Context: an optimization exercise on an open-source flow, tuned for small area and a short achievable clock period. The choices shown serve that exercise and are no tape-out recipe. In this exercise RTL edits were held to simulation tests only and were not proved equivalent to the original. Power is estimated from default activity; no workload was simulated.

==> flow/design.v (outline; a module is shown in full before it is edited, if it fits) <==
// module mac: 867 lines
// module fa: 4 lines
// module ha: 4 lines
// module ha1: 4 lines
// module pg: 4 lines
// module sx: 3 lines
// module bsel: 3 lines
// module bseln: 3 lines
// module booth_enc: 15 lines
// module outadd: 124 lines
// module MatMul4x4_FP16: 42 lines
module MatMul4x4_FP16 (
    input clk,
    input rst,
    input [255:0] A,
    input [255:0] B,
    output [511:0] C
);
  // ...
==> flow/flow/run.sh <==
#!/bin/bash
# Own layout flow: the standard ORFS flow (standard.sh), with
#  - the port buffers that buffer_ports inserts made plain sky130 buffers
#    (buf_1, which repair_design/repair_timing may then upsize) instead of the
#    default clkdlybuf4s50_1 delay cells;
#  - the input port buffers made buf_4 before repair_design
#    (flow/upsize_inputs.tcl, run as ORFS's PRE_RESIZE_TCL hook);
#  - any extra ORFS make variables listed in flow/extra.vars (one NAME=VALUE
#    per line) passed on the make command line.
# Everything else is the standard flow. make's output goes to flow_standard.log.
set -euo pipefail
cd "$(dirname "$0")/.."
export BUFFER_PORTS_ARGS="-buffer_cell sky130_fd_sc_hd__buf_1"
export PRE_RESIZE_TCL="$PWD/flow/upsize_inputs.tcl"
extra=""
if [[ -f flow/extra.vars ]]; then
  while read -r line; do
    [[ -z "$line" || "$line" == \#* ]] && continue
    extra+=" $line"
  done < flow/extra.vars
fi
sed "s|CLKGATE_MAP_FILE= |CLKGATE_MAP_FILE= ${extra} |" standard.sh > standard_extra.sh
cmp -s standard.sh standard_extra.sh && [[ -n "$extra" ]] && { echo "extra make variables not applied" >&2; exit 1; }
bash standard_extra.sh finish > flow_standard.log 2>&1
==> flow/flow/extra.vars <==
'DONT_USE_CELLS=sky130_fd_sc_hd__probe_p_8 sky130_fd_sc_hd__probec_p_8 sky130_fd_sc_hd__lpflow_bleeder_1 sky130_fd_sc_hd__lpflow_clkbufkapwr_1 sky130_fd_sc_hd__lpflow_clkbufkapwr_16 sky130_fd_sc_hd__lpflow_clkbufkapwr_2 sky130_fd_sc_hd__lpflow_clkbufkapwr_4 sky130_fd_sc_hd__lpflow_clkbufkapwr_8 sky130_fd_sc_hd__lpflow_clkinvkapwr_1 sky130_fd_sc_hd__lpflow_clkinvkapwr_16 sky130_fd_sc_hd__lpflow_clkinvkapwr_2 sky130_fd_sc_hd__lpflow_clkinvkapwr_4 sky130_fd_sc_hd__lpflow_clkinvkapwr_8 sky130_fd_sc_hd__lpflow_decapkapwr_12 sky130_fd_sc_hd__lpflow_decapkapwr_3 sky130_fd_sc_hd__lpflow_decapkapwr_4 sky130_fd_sc_hd__lpflow_decapkapwr_6 sky130_fd_sc_hd__lpflow_decapkapwr_8 sky130_fd_sc_hd__lpflow_inputiso0n_1 sky130_fd_sc_hd__lpflow_inputiso0p_1 sky130_fd_sc_hd__lpflow_inputiso1n_1 sky130_fd_sc_hd__lpflow_inputiso1p_1 sky130_fd_sc_hd__lpflow_inputisolatch_1 sky130_fd_sc_hd__lpflow_isobufsrc_1 sky130_fd_sc_hd__lpflow_isobufsrc_16 sky130_fd_sc_hd__lpflow_isobufsrc_2 sky130_fd_sc_hd__lpflow_isobufsrc_4 sky130_fd_sc_hd__lpflow_isobufsrc_8 sky130_fd_sc_hd__lpflow_isobufsrckapwr_16 sky130_fd_sc_hd__lpflow_lsbuf_lh_hl_isowell_tap_1 sky130_fd_sc_hd__lpflow_lsbuf_lh_hl_isowell_tap_2 sky130_fd_sc_hd__lpflow_lsbuf_lh_hl_isowell_tap_4 sky130_fd_sc_hd__lpflow_lsbuf_lh_isowell_4 sky130_fd_sc_hd__lpflow_lsbuf_lh_isowell_tap_1 sky130_fd_sc_hd__lpflow_lsbuf_lh_isowell_tap_2 sky130_fd_sc_hd__lpflow_lsbuf_lh_isowell_tap_4 sky130_fd_sc_hd__clkdlybuf4s15_1 sky130_fd_sc_hd__clkdlybuf4s15_2 sky130_fd_sc_hd__clkdlybuf4s18_1 sky130_fd_sc_hd__clkdlybuf4s18_2 sky130_fd_sc_hd__clkdlybuf4s25_1 sky130_fd_sc_hd__clkdlybuf4s25_2 sky130_fd_sc_hd__clkdlybuf4s50_1 sky130_fd_sc_hd__clkdlybuf4s50_2 sky130_fd_sc_hd__dlygate4sd1_1 sky130_fd_sc_hd__dlygate4sd2_1 sky130_fd_sc_hd__dlygate4sd3_1 sky130_fd_sc_hd__dlymetal6s2s_1 sky130_fd_sc_hd__dlymetal6s4s_1 sky130_fd_sc_hd__dlymetal6s6s_1 '
==> flow/flow/upsize_inputs.tcl <==
# Before repair_design: make each weak input port buffer (buf_1/_2, clkbuf_1/_2
# or a delay buffer) a buf_4, since these buffers drive wide fanouts.
set n 0
foreach inst [[ord::get_db_block] getInsts] {
  set name [$inst getName]
  set m [[$inst getMaster] getName]
  if {[string match "input*" $name] && [regexp {^sky130_fd_sc_hd__(buf_[12]|clkbuf_[12]|clkdlybuf\w+)$} $m]} {
    replace_cell $name sky130_fd_sc_hd__buf_4
    incr n
  }
}
puts "upsize_inputs: $n input buffers made buf_4"
==> flow/standard.sh <==
#!/bin/bash
# synth_recipe.tcl (not shown) runs the flow's synth.tcl, then flattens the netlist and writes it again
# the make line also repeats each setting of config.mk as NAME=value (left out here)
make -C /OpenROAD-flow-scripts/flow DESIGN_CONFIG=/design/flow/config.mk WORK_HOME=/design/flow/orfs CLKGATE_MAP_FILE= SYNTH_SCRIPT=/design/flow/synth_recipe.tcl "${@:-finish}"
==> flow/config.mk <==
export PLATFORM = sky130hd
export DESIGN_NAME = MatMul4x4_FP16
export DESIGN_NICKNAME = MatMul4x4_FP16
export VERILOG_FILES = /design/flow/design.v
export SDC_FILE = /design/flow/constraint.sdc
export NUM_CORES = 4
export LEC_CHECK = 0
export CAP_MARGIN = 20
export CORE_MARGIN = 2
export CORE_UTILIZATION = 58
export PLACE_DENSITY = 0.68
export SETUP_SLACK_MARGIN = 2.8
export SLEW_MARGIN = 20
export SYNTH_HIERARCHICAL = 1
export SYNTH_MINIMUM_KEEP_SIZE = 0
==> flow/constraint.sdc <==
create_clock -name core_clock -period 8.0 [get_ports {clk}]
set_input_delay 1.6000 -clock core_clock [delete_from_list [all_inputs] [get_ports {clk}]]
set_output_delay 1.6000 -clock core_clock [all_outputs]
set_load 0.01 [all_outputs]
==> summary.md, run 1 <==
| Metric | Value |
|---|---|
| Status | no timing/DRC/antenna violations |
| R2R setup slack | 4.53 ns |
| CP max stage delay | 0.77 ns |
| Arrival @ worst endpoint | 3.62 ns |
| Storage element area | 0.02362 sq mm |
| Area of the multi-input gates | 0.1113 sq mm |
| Nonclk inv count | 161 |
| R2r startpoint | Sr[9][16] |
| Placed Cells | 15470 |
| Max Fclk | 0.1915 GHz |
| Final hold slack | 0.6291 ns |
| Pin count of the biggest net entering global routing | 125 |
| First-pass GRT wire length | 685700 microns |
| HP Class | reg2reg |
| Tapcells | 3402 |
| Worst Tran Pin Value | 1.216 ns |
| Seq pwr | 12.8 mW |
| Routed wl met2 | 195900 microns |
| DIE HEIGHT | 513.6 microns |
| Largest registers | Sr (512), Kr (416), Kc (16) |
| Vias in the first global route | 109600 |
| Post-Route Utilization | 57.76% |
| Die footprint | 0.2638 sq mm |
| Final hold vios | 0 |
| Via count of the routed design | 101500 |
| Dpl ws | 1.667 ns |
| Die width | 513.6 microns |
| Routed metal-1 wirelength | 170900 microns |
| Num CTS Buffers | 132 |
| 1st-pass router iterations | 7 |
| Non-clk bufs | 1086 |
| Dpl hpwl | 335600 microns |
| Slew HR | 18.58% |
| Maximum vdd drop | 570.8 uV |
| Worst Reg-to-Reg Cells | 6 |
| Clock skew | 0.04902 ns |
| Commonest non-fill, non-tap cell in the layout | fa_1 |
==> run 2: changes to the inputs <==
--- a/flow/config.mk
+++ b/flow/config.mk
@@ -9,4 +9,3 @@
 export CORE_MARGIN = 2
-export CORE_UTILIZATION = 58
-export PLACE_DENSITY = 0.68
+export CORE_UTILIZATION = 50
 export SETUP_SLACK_MARGIN = 2.8
==> run 2 against run 1 <==
Effect of this change:
- total power is 0.13% higher
- via count is 1.1% lower
- highest routed layer unchanged
- die area is 16% higher
- clock skew decreased by 0.0049 ns
- largest cell class unchanged
- largest power group unchanged
- final area increased by 0.60%
- clock-buffer cell count up 4
- fmax increased by 0.54%
- synthesized cell count is the same
==> summary.md, run 2 <==
| Metric | Value |
|---|---|
| Die footprint | 0.3057 sq mm (+16%) |
| Final nets | 16020 |
| Clk pin slew, worst setup/hold paths | 0.05 ns |
| Maximum vdd drop | 423.4 uV (-26%) |
| Slew HR | 21.97% (+3.4 points) |
| Sequential cell fraction of total power | 14.9% |
| Wire length per cell | 28.01 microns |
| Clk sinks | 944 |
| Int Power | 43.07 mW |
| Max clock buf depth | 4 |
| Dpl hpwl | 343500 microns (+2.4%) |
| TritonCTS clock tree | done |
| Biggest register | Sr |
| Status | no timing/DRC/antenna violations |
| Critical path launch point type | input pin |
| Period minus WS final | 5.195 ns |
| Layout area overhead | -0.09973% |
| Max FFs per register | 512 |
| Setup-failing EPs final | 0 |
| Unrepaired setup endpoints after global routing | yes |
| Arrival @ worst endpoint | 5.91 ns (+2.29 ns) |
| DIE HEIGHT | 552.9 microns (+7.6%) |
| Clock skew | 0.04415 ns (-0.004863 ns) |
| Switching power | 43.06 mW |
| Final antenna-violating net count | 0 |
| CP Max Fanout | 17 |
| I/O Pins | 1026 |
| DR iter-0 viols | 9803 |
| Die width | 552.9 microns (+7.6%) |
| Critical Path End Type | register |
| Vias in the first global route | 108800 (-0.70%) |
| Worst EP required | 8.72 ns |
| PwrDens | 572.3 mW/mm^2 |
| Worst Tran Pin Value | 1.165 ns (-0.05072 ns) |
| HP Class | reg2reg |
| First-pass GRT wire length | 696700 microns (+1.6%) |
| Average size of a mapped cell | 11.54 sq um |
| Post-Route Utilization | 50.20% (-7.6 points) |
| Routability cong. | 0.9229 |
| Pin count of the biggest net entering global routing | 144 (+15%) |
| Post-Syn Area | 0.1506 sq mm |
| Clock share of power | 7.4% |
| Commonest non-fill, non-tap cell in the layout | fa_1 |
| Num CTS Buffers | 138 (+4.5%) |
| Buffers on Ports | 641 |
| Initial antenna violation count | 40 |
| Largest registers | Sr (512), Kr (416), Kc (16) |
| Synthesized instance count | 13060 |
| Initial Util | 50.25% |
| CP max stage delay | 0.83 ns (+0.06 ns) |
| Clk root buf | clkbuf_16 |
| Leak Pwr | 61.28 nW |
| Most frequent cells in the layout | fa_1 (2320), xnor2_1 (2064), a22oi_1 (1616) |
| Max Fclk | 0.1925 GHz (+0.54%) |
| Global route overflow | 0 |
| 1st-pass router iterations | 9 (+2) |
| Via count of the routed design | 100400 (-1.1%) |
| CP most frequent cell | fa_1 |
| Worst-skew pair later-pin latency | 0.86 ns |
| Final hold slack | 0.6195 ns (-0.009673 ns) |
| Max cap viols | 0 |
| Fin. max-slew vios | 0 |
| Comb power frac | 77.7% |
| Sw Ratio | 49.99% |
| H-tree Lvls | 4 |
| Core Area | 0.2998 sq mm |
| Slowest cell on crit path | ha_1 |
| Period utilization | 64.93% |
| Cell row count | 201 |
| Fraction of layout cells with a size suffix above 1 | 10.30% |
| Vias/cell | 6.150 |
| All-Layer GR Usage | 29.97% |
| Crit Path Class | in2reg |
| Final hold vios | 0 (unchanged) |
| Routed wire length | 457200 microns |
| Yosys Warn Count | 13 |
| Fill count | 26590 |
| Crit path cell chain | buf_4 > buf_2 > ha_1 > a22oi_1 > xnor2_1 > fa_1 > fa_1 > fa_1 > fa_1 > fa_1 > ha_1 |
| # DRC | 0 |
==> run 2: changes by cell type in the layout (fill, tap and decap cells not counted), moves of 7 or more <==
| cell | before | now |
|---|---|---|
| ha_1 | 929 | 938 |
| nor2b_4 | 27 | 17 |
| nor2b_2 | 91 | 102 |
| buf_2 | 129 | 142 |
| o22ai_1 | 15 | 7 |
| buf_4 | 160 | 179 |
| clkbuf_4 | 24 | 11 |
| ha_2 | 13 | 6 |
| o22ai_2 | 25 | 32 |
| o21ai_0 | 230 | 222 |
| xor2_2 | 23 | 14 |
==> run 2: layout make-up <==
type / instances / area, sq um / area share (%)
clock buffer: 190 / 4024 / 2.674
inverter: 161 / 608.1 / 0.4040
tap: 3958 / 4952 / 3.291
timing repair buffer: 1094 / 5309 / 3.528
sequential: 944 / 23630 / 15.70
multi-input combinational: 9904 / 111300 / 73.98
antenna: 24 / 60.06 / 0.03991
clock inverter: 51 / 580.6 / 0.3858
==> run 2: critical path: cells and delay by family <==
| family | cells | cell delay (ns) |
|---|---|---|
| compound gates | 1 | 0.20 |
| xor+xnor | 1 | 0.25 |
| fa+ha+maj | 7 | 3.42 |
| buf+inv | 2 | 0.42 |
==> run 2: stage by stage <==
step	cell area (sq um)	setup slack [ns]	setup TNS, ns	total power, mW	std cells
2_1_floorplan	151200	-6.595	-6225.62	89.28	13120
6_report	150500	2.805	0	86.13	16330
3_5_place_dp	144800	1.581	0	79.50	16030
5_1_grt	150500	2.711	0	97.54	16310
4_1_cts	149700	2.805	0	87.18	16270
3_3_place_gp	144400	1.302	0	76.93	16020
==> run 2: worst paths after layout <==
kind / start / endpoint / slack [ns] / depth (start not counted)
min in group asynchronous: rst / Kc[10] / 0.96 / 2
setup reg to reg: Sr[15][16] / Sr[15][16] / 4.55 / 6
hold / removal: Sr[6][0] / Sr[6][0] / 0.62 / 2
max in group asynchronous: rst / Kr[6][12] / 5.08 / 4
hold reg to reg: Sr[6][0] / Sr[6][0] / 0.62 / 2
setup / recovery: B[254] / Sr[15][17] / 2.81 / 11
==> run 2: power by group through the flow <==
| stage | clock network [mW] | logic [mW] | registers, mW |
|---|---|---|---|
| floorplan | 0 | 77.4 | 11.9 |
| finish | 6.37 | 67.0 | 12.8 |
| detailed placement | 0 | 66.7 | 12.8 |
| CTS | 6.50 | 67.9 | 12.8 |
| global placement | 0 | 64.2 | 12.8 |
| global route | 6.67 | 77.6 | 13.2 |
==> run 2: what timing repair did <==
| action | 4_1_cts | 5_1_grt |
|---|---|---|
| endpoints found under the setup margin | 163 | 171 |
| endpoints found under the hold margin | 0 | 0 |
| resized for setup | 53 | 87 |
| buffers inserted | 0 | 34 |
| pin swaps | 8 | 24 |
| hold buffers | 0 | 0 |
==> run 2: routing by layer <==
layer | GRT usage, % | vias up | share of wire, %
met4 | 13.72 | 32 | 5.0
met3 | 9.722 | 981 | 11
met2 | 44.06 | 5066 | 44
met1 | 40.14 | 52370 | 40
met5 | 0 | - | 0.040
li1 | - | 41970 | -
==> run 3: changes to the inputs <==
--- a/flow/config.mk
+++ b/flow/config.mk
@@ -10,3 +10,3 @@
 export CORE_UTILIZATION = 50
-export SETUP_SLACK_MARGIN = 2.8
+export SETUP_SLACK_MARGIN = 3.1
 export SLEW_MARGIN = 20
==> run 3 against run 2 <==
Effect of this change:
- critical endpoint is now C[141]
- core utilization rose by 1.1 points
- clock-buffer cell count rose by 13
- flip-flop and latch count did not move
==> summary.md, run 3 <==
| Metric | Value |
|---|---|
| First-pass GRT wire length | 689900 microns (-0.98%) |
| Vias/cell | 6.094 (-0.91%) |
| Biggest register | Sr |
| Worst-skew pair later-pin latency | 0.85 ns (about the same) |
| All-Layer GR Usage | 29.61% (-0.36 points) |
| R2r startpoint | Sr[2][16] |
| Slew HR | 23.91% (+1.9 points) |
| Vias in the first global route | 108200 (-0.55%) |
| Total power | 87.64 mW (+1.7%) |
| Max cap viols | 0 (unchanged) |
| Fill count | 26460 (-0.49%) |
| Initial Util | 50.25% (unchanged) |
| Status | no timing/DRC/antenna violations |
| TritonCTS clock tree | done |
| Placed Area | 0.1451 sq mm (+0.21%) |
| DR iter-0 viols | 10020 (+2.2%) |
| Met3 WL post-DR | 44980 microns (-11%) |
| DIE HEIGHT | 552.9 microns (unchanged) |
| Routed metal-1 wirelength | 183900 microns (-0.22%) |
| Core Area | 0.2998 sq mm (unchanged) |
| Most frequent cells in the layout | fa_1 (2312), xnor2_1 (2063), a22oi_1 (1618) |
| 1st-pass router iterations | 7 (-2) |
| Commonest non-fill, non-tap cell in the layout | fa_1 |
| PwrDens | 570.1 mW/mm^2 (-0.39%) |
| Dpl hpwl | 346900 microns (+0.99%) |
| H-tree Lvls | 4 (unchanged) |
| Initial antenna violation count | 33 (-18%) |
| Die width | 552.9 microns (unchanged) |
| Post-route cell area | 0.1537 sq mm (+2.1%) |
| Storage element area | 0.02366 sq mm (+0.13%) |
| CP Max Fanout | 3 (-14) |
| Layout area overhead | 2.044% |
| Worst Tran Pin Value | 1.136 ns (-0.02892 ns) |
| Clk pin slew, worst setup/hold paths | 0.05 ns (about the same) |
| Unrepaired setup endpoints after global routing | yes |
| Yosys Warn Count | 13 (unchanged) |
| Area of the multi-input gates | 0.1134 sq mm (+1.9%) |
| Global route overflow | 0 (unchanged) |
| Clk sinks | 944 (unchanged) |
| Clk root buf | clkbuf_16 |
| Final hold vios | 0 (unchanged) |
| Via count of the routed design | 100400 (-0.055%) |
| Setup-failing EPs final | 0 (unchanged) |
| Final nets | 16170 (+0.93%) |
| Wire length per cell | 27.47 microns (-1.9%) |
| Max Fclk | 0.2034 GHz (+5.7%) |
| Final antenna-violating net count | 0 (unchanged) |
| Max clock buf depth | 4 (unchanged) |
| Fraction of layout cells with a size suffix above 1 | 12.94% (+2.6 points) |
| Arrival @ worst endpoint | 3.32 ns (-2.59 ns) |
| Pin count of the biggest net entering global routing | 130 (-9.7%) |
| Average size of a mapped cell | 11.54 sq um (unchanged) |
| Hold-fix buffers at CTS | 0 (unchanged) |
| CP startpoint | Sr[4][7] |
| Top layer in use | met5 |
| I/O Pins | 1026 (unchanged) |
| Leak Pwr | 62.43 nW (+1.9%) |
| Largest registers | Sr (512), Kr (416), Kc (16) |
| HP Class | reg2reg |
| Cell row count | 201 (unchanged) |
| Num CTS Buffers | 138 (unchanged) |
| Period minus WS final | 4.916 ns (-0.2788 ns) |
| Maximum vdd drop | 369.9 uV (-13%) |
| Min-delay src | Sr[11][0] |
| Crit Path Class | reg2out |
| Period utilization | 61.45% (-3.5 points) |
| Die footprint | 0.3057 sq mm (unchanged) |
| Setup TNS Final | 0 ns (unchanged) |
| Routed wl met2 | 200800 microns (+0.94%) |
| # DRC | 0 (unchanged) |
| Post-Route Utilization | 51.28% (+1.1 points) |
| Critical Path End Type | output pin |
| Final hold slack | 0.6219 ns (+0.002495 ns) |
| Routability cong. | 0.9407 (+1.9%) |
| Max FFs per register | 512 (unchanged) |
| Routed wire length | 452300 microns (-1.1%) |
| Synthesized instance count | 13060 (unchanged) |
| Fin. max-slew vios | 0 (unchanged) |
| Post-Syn Area | 0.1506 sq mm (unchanged) |
| Clock skew | 0.04465 ns (+0.0004925 ns) |
| Worst EP required | 6.40 ns (-2.32 ns) |
| Critical path launch point type | register |
| Buffers on Ports | 641 (unchanged) |
==> run 3: worst paths after layout <==
kind / end / slack [ns] / depth (start not counted)
max: C[141] / 3.08 / 7
min: Sr[11][0] / 0.62 / 2
max reg2reg: Sr[2][16] / 4.35 / 7
min reg2reg: Sr[11][0] / 0.62 / 2
max in group asynchronous: Sr[15][24] / 5.15 / 4
min in group asynchronous: Sr[5][6] / 0.98 / 2
==> run 3: cell type report <==
cell class	count	area share [%]
Tap cell	3958	3.221
Timing Repair Buffer	1243	4.200
Antenna cell	13	0.02116
Clock buffer	203	2.696
Inverter	161	0.3956
Multi-Input combinational cell	9904	73.79
Clock inverter	41	0.2865
Sequential cell	944	15.39
==> run 3: per-layer routing <==
metal / up-vias / track usage [%]
met3: 886 / 7.602
met4: 16 / 13.41
met1: 52430 / 40.29
met2: 4814 / 44.38
li1: 42210 / -
met5: - / 0
==> run 3: per-stage QoR <==
stage | cells | setup slack (ns)
after global placement | 16030 | 1.282
after detailed placement | 16030 | 1.608
final | 16470 | 3.084
after CTS | 16340 | 3.034
after global routing | 16460 | 3.001
after floorplan | 13120 | -6.595
==> run 3: repair_timing <==
action,in CTS,in global routing
setup endpoints to repair,621,499
buffers inserted,65,115
gates resized for setup,286,343
pin swaps,71,82
==> run 3: report_power, final <==
group	internal (mW)	total (mW)	switching, mW
clock network	3.79	6.32	2.54
registers	9.44	12.9	3.45
logic	30.5	68.4	37.9
==> run 3: worst max-delay path, stage by stage (launching register included) <==
cell and delay, ns:
dfrtp_1 0.39, and2_4 0.18, a221oi_4 0.34, buf_2 0.17, a21oi_1 0.05, or2_1 0.24, xor2_1 0.90, buf_1 0.23

static timing again, ports no longer ideal:
The flow's constraints put no driver on any port. The routed layouts listed below were extracted and timed again, unchanged, in two steps.
Step 1 sets driving cells, clkbuf_16 on the clock port and buf_2 on the other inputs (assumed; they add their load-dependent delay and slew).
Step 2 times the ports against the registers' clock, not the clock port: input delays grow and output delays shrink by t, the midpoint of the rising clock arrivals with the driver on.
Three values: ideal ports, drivers, drivers and shift; two values: the first two.
| run | shift t [ns] | slack for setup (ns) | hold slack, ns | worst setup path after step 2 | pins driven straight from the clock port |
|---|---|---|---|---|---|
| run 1 | 0.898 | 2.777 / 2.677 / 1.898 | 0.629 / 0.629 / 0.629 | input to register | 1 |
| run 2 | 0.946 | 2.805 / 2.727 / 1.903 | 0.619 / 0.619 / 0.619 | input to register | 1 |
| run 3 | 0.933 | 3.084 / 2.979 / 2.221 | 0.622 / 0.622 / 0.622 | input to register | 1 |
After both steps setup and hold are still met in every run listed. For run 2, which loses most, drivers alone change the setup slack by -0.078 ns; drivers and shift together by -0.902 ns.
